What follows belongs to an exercise in optimizing a design on an open flow for small area, a short achievable clock period and few clock cycles; a production flow would make more cautious choices. Where RTL was checked, it was by simulation tests only, not by an equivalence proof against the original.

Setup of job 101:
==> flow/design.v <==
module MM(clk,i,j,reset,read,write,index,read_data,write_data,finish);
	input reset, clk;
	input [19:0]read_data;
	output [19:0]i, j;
	output read, write, index, finish;
	output [39:0]write_data;
	reg rd_o, wr_o, idx_o, fin_o;
	reg [9:0] i_o, j_o, x;
	reg [9:0] rm1, km1, cm1;
	reg hs, alldone, wfin;
	reg q1, q2, q3, q4;
	reg ln, lc, lr, fz;
	reg f1, l1, l2, l3, l4, e1, e2, e3, e4, ld, cm;
	reg [19:0] b;
	reg [39:0] s, c, acc;
	wire hdr   = rd_o & wr_o;
	wire cur_b = rd_o & ~wr_o & idx_o;
	wire cur_a = rd_o & ~wr_o & ~idx_o;
	wire cur_w = wr_o & ~rd_o;
	wire s_h   = hs & hdr;
	wire hold  = hs & ~rd_o;
	wire need_w = q4 & l4;
	wire rd_d  = ~hs | hdr | (~need_w & ~alldone & ~(cur_a & ln));
	wire wr_d  = ~hs | (hdr & ~i_o[1]) | (~hdr & need_w);
	wire fin_d = hs & (fin_o | (cur_w & wfin));
	always @(posedge clk) begin
		rd_o <= rd_d;
		wr_o <= wr_d;
		fin_o <= fin_d;
	end
	always @(posedge clk or posedge reset) begin
		if (reset) begin
			hs <= 1'b0;
			alldone <= 1'b0;
			wfin <= 1'b0;
			q1 <= 1'b0;
			q2 <= 1'b0;
			q3 <= 1'b0;
			q4 <= 1'b0;
		end else begin
			hs <= 1'b1;
			q1 <= cur_a;
			q2 <= q1;
			q3 <= q2;
			q4 <= q3;
			if (cur_a & ln & lc & lr) alldone <= 1'b1;
			if (hs & ~hdr & need_w) wfin <= e4;
		end
	end
	wire [9:0] i_inc = i_o + 10'd1;
	wire [9:0] j_inc = j_o + 10'd1;
	wire [9:0] x_inc = x + 10'd1;
	wire s_a1 = cur_a & ~ln;
	wire s_a2 = cur_a & ln & ~lc;
	wire s_a3 = cur_a & ln & lc;
	wire [9:0] i_d = ({10{s_h & ~i_o[1]}} & i_inc) | ({10{cur_b}} & x) |
	                 ({10{s_a1}} & j_inc) | ({10{hold}} & i_o);
	wire [9:0] j_d = ({10{cur_b}} & i_o) | ({10{s_a1}} & x) |
	                 ({10{s_a2}} & x_inc) | ({10{hold}} & j_o);
	wire idx_d = s_h | cur_a | (hold & idx_o);
	wire [9:0] hdr_m1 = read_data[9:0] - 10'd1;
	always @(posedge clk) begin
		i_o <= i_d;
		j_o <= j_d;
		idx_o <= idx_d;
		if (s_h) begin
			if (i_o[1:0] == 2'd0) rm1 <= hdr_m1;
			if (i_o[1:0] == 2'd1) km1 <= hdr_m1;
			if (i_o[1:0] == 2'd2) cm1 <= hdr_m1;
			x <= 10'd0;
		end else if (cur_b) begin
			x <= j_o;
			ln <= (i_o == km1);
			lc <= (j_o == cm1);
			lr <= (x == rm1);
			fz <= (i_o == 10'd0);
		end else if (cur_a) begin
			x <= s_a3 ? i_inc : i_o;
		end
	end
	reg signed [21:0] a2;
	reg [14:0] dg;
	reg [14:0] dg_odd, dg_even;
	reg [2:0] tp, te;
	integer m;
	always @(*) begin
		for (m = 0; m < 5; m = m + 1) begin
			tp = (m == 4) ? b[19:17] : b[4*m+1 +: 3];
			te = (m == 0) ? {b[1:0], 1'b0} : b[4*m-1 +: 3];
			dg_odd[3*m]   = tp[2] & ~(tp[1] & tp[0]);
			dg_odd[3*m+1] = tp[1] ^ tp[0];
			dg_odd[3*m+2] = (tp[2] & ~tp[1] & ~tp[0]) | (~tp[2] & tp[1] & tp[0]);
			dg_even[3*m]   = te[2] & ~(te[1] & te[0]);
			dg_even[3*m+1] = te[1] ^ te[0];
			dg_even[3*m+2] = (te[2] & ~te[1] & ~te[0]) | (~te[2] & te[1] & te[0]);
		end
	end
	always @(posedge clk) begin
		if (cur_b) b <= read_data;
		a2 <= cur_a ? {read_data, 2'b00} : {{2{a2[21]}}, a2[21:2]};
		dg <= cur_a ? dg_odd : (q1 ? dg_even : 15'd0);
		f1 <= fz;
		l1 <= ln;
		e1 <= ln & lc & lr;
		ld <= q1 & f1;
		l2 <= l1;
		e2 <= l1 & e1;
		l3 <= l2;
		e3 <= e2;
		l4 <= l3;
		e4 <= e3;
	end
	reg [39:0] row [0:4];
	reg [39:0] row5;
	reg [22:0] sel, f;
	always @(*) begin
		row5 = -(40'h11111 << 22);
		for (m = 0; m < 5; m = m + 1) begin
			sel = dg[3*m+1] ? {a2[21], a2} : (dg[3*m+2] ? {a2, 1'b0} : 23'd0);
			f = sel ^ {23{dg[3*m]}};
			row[m] = {17'd0, ~f[22], f[21:0]} << (4*m);
			row5[4*m] = dg[3*m];
		end
	end
	wire [39:0] s1a = row[0] ^ row[1] ^ row[2];
	wire [39:0] c1a = {(row[0][38:0] & row[1][38:0]) | (row[0][38:0] & row[2][38:0]) | (row[1][38:0] & row[2][38:0]), 1'b0};
	wire [39:0] s1b = row[3] ^ row[4] ^ row5;
	wire [39:0] c1b = {(row[3][38:0] & row[4][38:0]) | (row[3][38:0] & row5[38:0]) | (row[4][38:0] & row5[38:0]), 1'b0};
	wire [39:0] s2 = s1a ^ c1a ^ s1b;
	wire [39:0] c2 = {(s1a[38:0] & c1a[38:0]) | (s1a[38:0] & s1b[38:0]) | (c1a[38:0] & s1b[38:0]), 1'b0};
	wire [39:0] s3 = s2 ^ c2 ^ c1b;
	wire [39:0] c3 = {(s2[38:0] & c2[38:0]) | (s2[38:0] & c1b[38:0]) | (c2[38:0] & c1b[38:0]), 1'b0};
	wire [39:0] am = ld ? 40'd0 : acc;
	wire [39:0] ax = am ^ s ^ c;
	wire [39:0] ay = {(am[38:0] & s[38:0]) | (am[38:0] & c[38:0]) | (s[38:0] & c[38:0]), 1'b0};
	wire cin_h = cm & ~ld;
	wire [20:0] add_lo = {1'b0, ax[19:0]} + {1'b0, ay[19:0]};
	wire [20:0] add_hi = {ax[39:20], cin_h} + {ay[39:20], cin_h};
	wire [19:0] sum_lo = add_lo[19:0];
	wire cout_lo = add_lo[20];
	wire [19:0] sum_hi = add_hi[20:1];
	always @(posedge clk) begin
		s <= s3;
		c <= c3;
		acc <= {sum_hi, sum_lo};
		cm <= cout_lo;
	end
	assign read = rd_o;
	assign write = wr_o;
	assign index = idx_o;
	assign i = {10'd0, i_o};
	assign j = {10'd0, j_o};
	assign finish = fin_o;
	assign write_data = acc;
endmodule
Settings: LEC_CHECK=0, CAP_MARGIN=20, CORE_MARGIN=2, CORE_UTILIZATION=40, PLACE_DENSITY=0.6, SLEW_MARGIN=20; clock period 10.0 ns.
standard.sh (not shown) runs the stock make flow with config.mk's settings and CLKGATE_MAP_FILE= SYNTH_SCRIPT=/design/flow/synth_recipe.tcl, a recipe that flattens the netlist after the stock synthesis.
==> flow/flow/run.sh <==
#!/bin/bash
# The standard layout, with ORFS's timing repair aiming for a clock period
# well below the design's (the constraints themselves are unchanged), and
# repairing only the worst endpoints.
set -euo pipefail
bash standard.sh SETUP_SLACK_MARGIN=7.0 TNS_END_PERCENT=10 finish > standard_flow.log 2>&1
Edits applied to the flow inputs when going from job 101 to job 102:
--- a/flow/design.v
+++ b/flow/design.v
@@ -7,5 +7,5 @@
 	reg rd_o, wr_o, idx_o, fin_o;
 	reg [9:0] i_o, j_o, x;
-	reg [9:0] rm1, km1, cm1;
+	reg [9:0] rr, kk, cc;
 	reg hs, alldone, wfin;
 	reg q1, q2, q3, q4;
@@ -59,5 +59,4 @@
 	                 ({10{s_a2}} & x_inc) | ({10{hold}} & j_o);
 	wire idx_d = s_h | cur_a | (hold & idx_o);
-	wire [9:0] hdr_m1 = read_data[9:0] - 10'd1;
 	always @(posedge clk) begin
 		i_o <= i_d;
@@ -65,13 +64,13 @@
 		idx_o <= idx_d;
 		if (s_h) begin
-			if (i_o[1:0] == 2'd0) rm1 <= hdr_m1;
-			if (i_o[1:0] == 2'd1) km1 <= hdr_m1;
-			if (i_o[1:0] == 2'd2) cm1 <= hdr_m1;
+			if (i_o[1:0] == 2'd0) rr <= read_data[9:0];
+			if (i_o[1:0] == 2'd1) kk <= read_data[9:0];
+			if (i_o[1:0] == 2'd2) cc <= read_data[9:0];
 			x <= 10'd0;
 		end else if (cur_b) begin
 			x <= j_o;
-			ln <= (i_o == km1);
-			lc <= (j_o == cm1);
-			lr <= (x == rm1);
+			ln <= (i_inc == kk);
+			lc <= (j_inc == cc);
+			lr <= (x_inc == rr);
 			fz <= (i_o == 10'd0);
 		end else if (cur_a) begin
Results
Beginning of the critical path: idx_o -> job 102, ld -> job 101
Sequential share of layout area for job 102 is lower than for job 101.
In the metrics for job 101 and job 102, the one carrying the lower time the final worst path needs with I/O delays and setup is job 101.
Looking at maximum fanout count along the critical path, job 102 sits 4 lower than job 101 does.
Job 102 vs. job 101: instance count after placement with tap cells included moved up; post-synth design cell area went up about 1%.
| data required time at the worst endpoint | higher: job 101 |
Of job 101 and job 102, job 101 shows the lower complex-gate fraction of the synthesized area, with job 102 above it.
Testbench counts of job 102, summed over its fixed seeds: cycles 98,480.
The RTL of job 101 was laid out without a check of its function.

## what the ideal ports hide
How much do the figures lean on ideal ports? The routed layouts below were timed once more, with nothing changed but the port constraints.
Step 1 (the two cells are an assumption about what drives the block):
set clk [get_ports {clk}]
set_driving_cell -lib_cell sky130_fd_sc_hd__clkbuf_16 $clk
set_driving_cell -lib_cell sky130_fd_sc_hd__buf_2 [delete_from_list [all_inputs] $clk]
Step 2 times the ports against the registers' clock, not the clock port: input delays grow and output delays shrink by t, the midpoint of the rising clock arrivals with the driver on.
Three values: ideal, step 1, step 2; two values: the first two.
run | t (ns) | setup WS [ns] | worst hold slack (ns) | worst setup path at the end | clock arrival spread, ns
job 101 | 0.613 | 6.908 / 6.879 / 6.344 | 0.328 / 0.328 / 0.328 | input to register | 0.026 / 0.026
job 102 | 0.621 | 6.847 / 6.796 / 6.980 | 0.327 / 0.327 / 0.327 | register to register | 0.015 / 0.015
After both steps setup and hold are still met in every run listed. The setup slack of job 101, which loses most, moves by -0.029 ns with the drivers and by -0.564 ns with both steps.
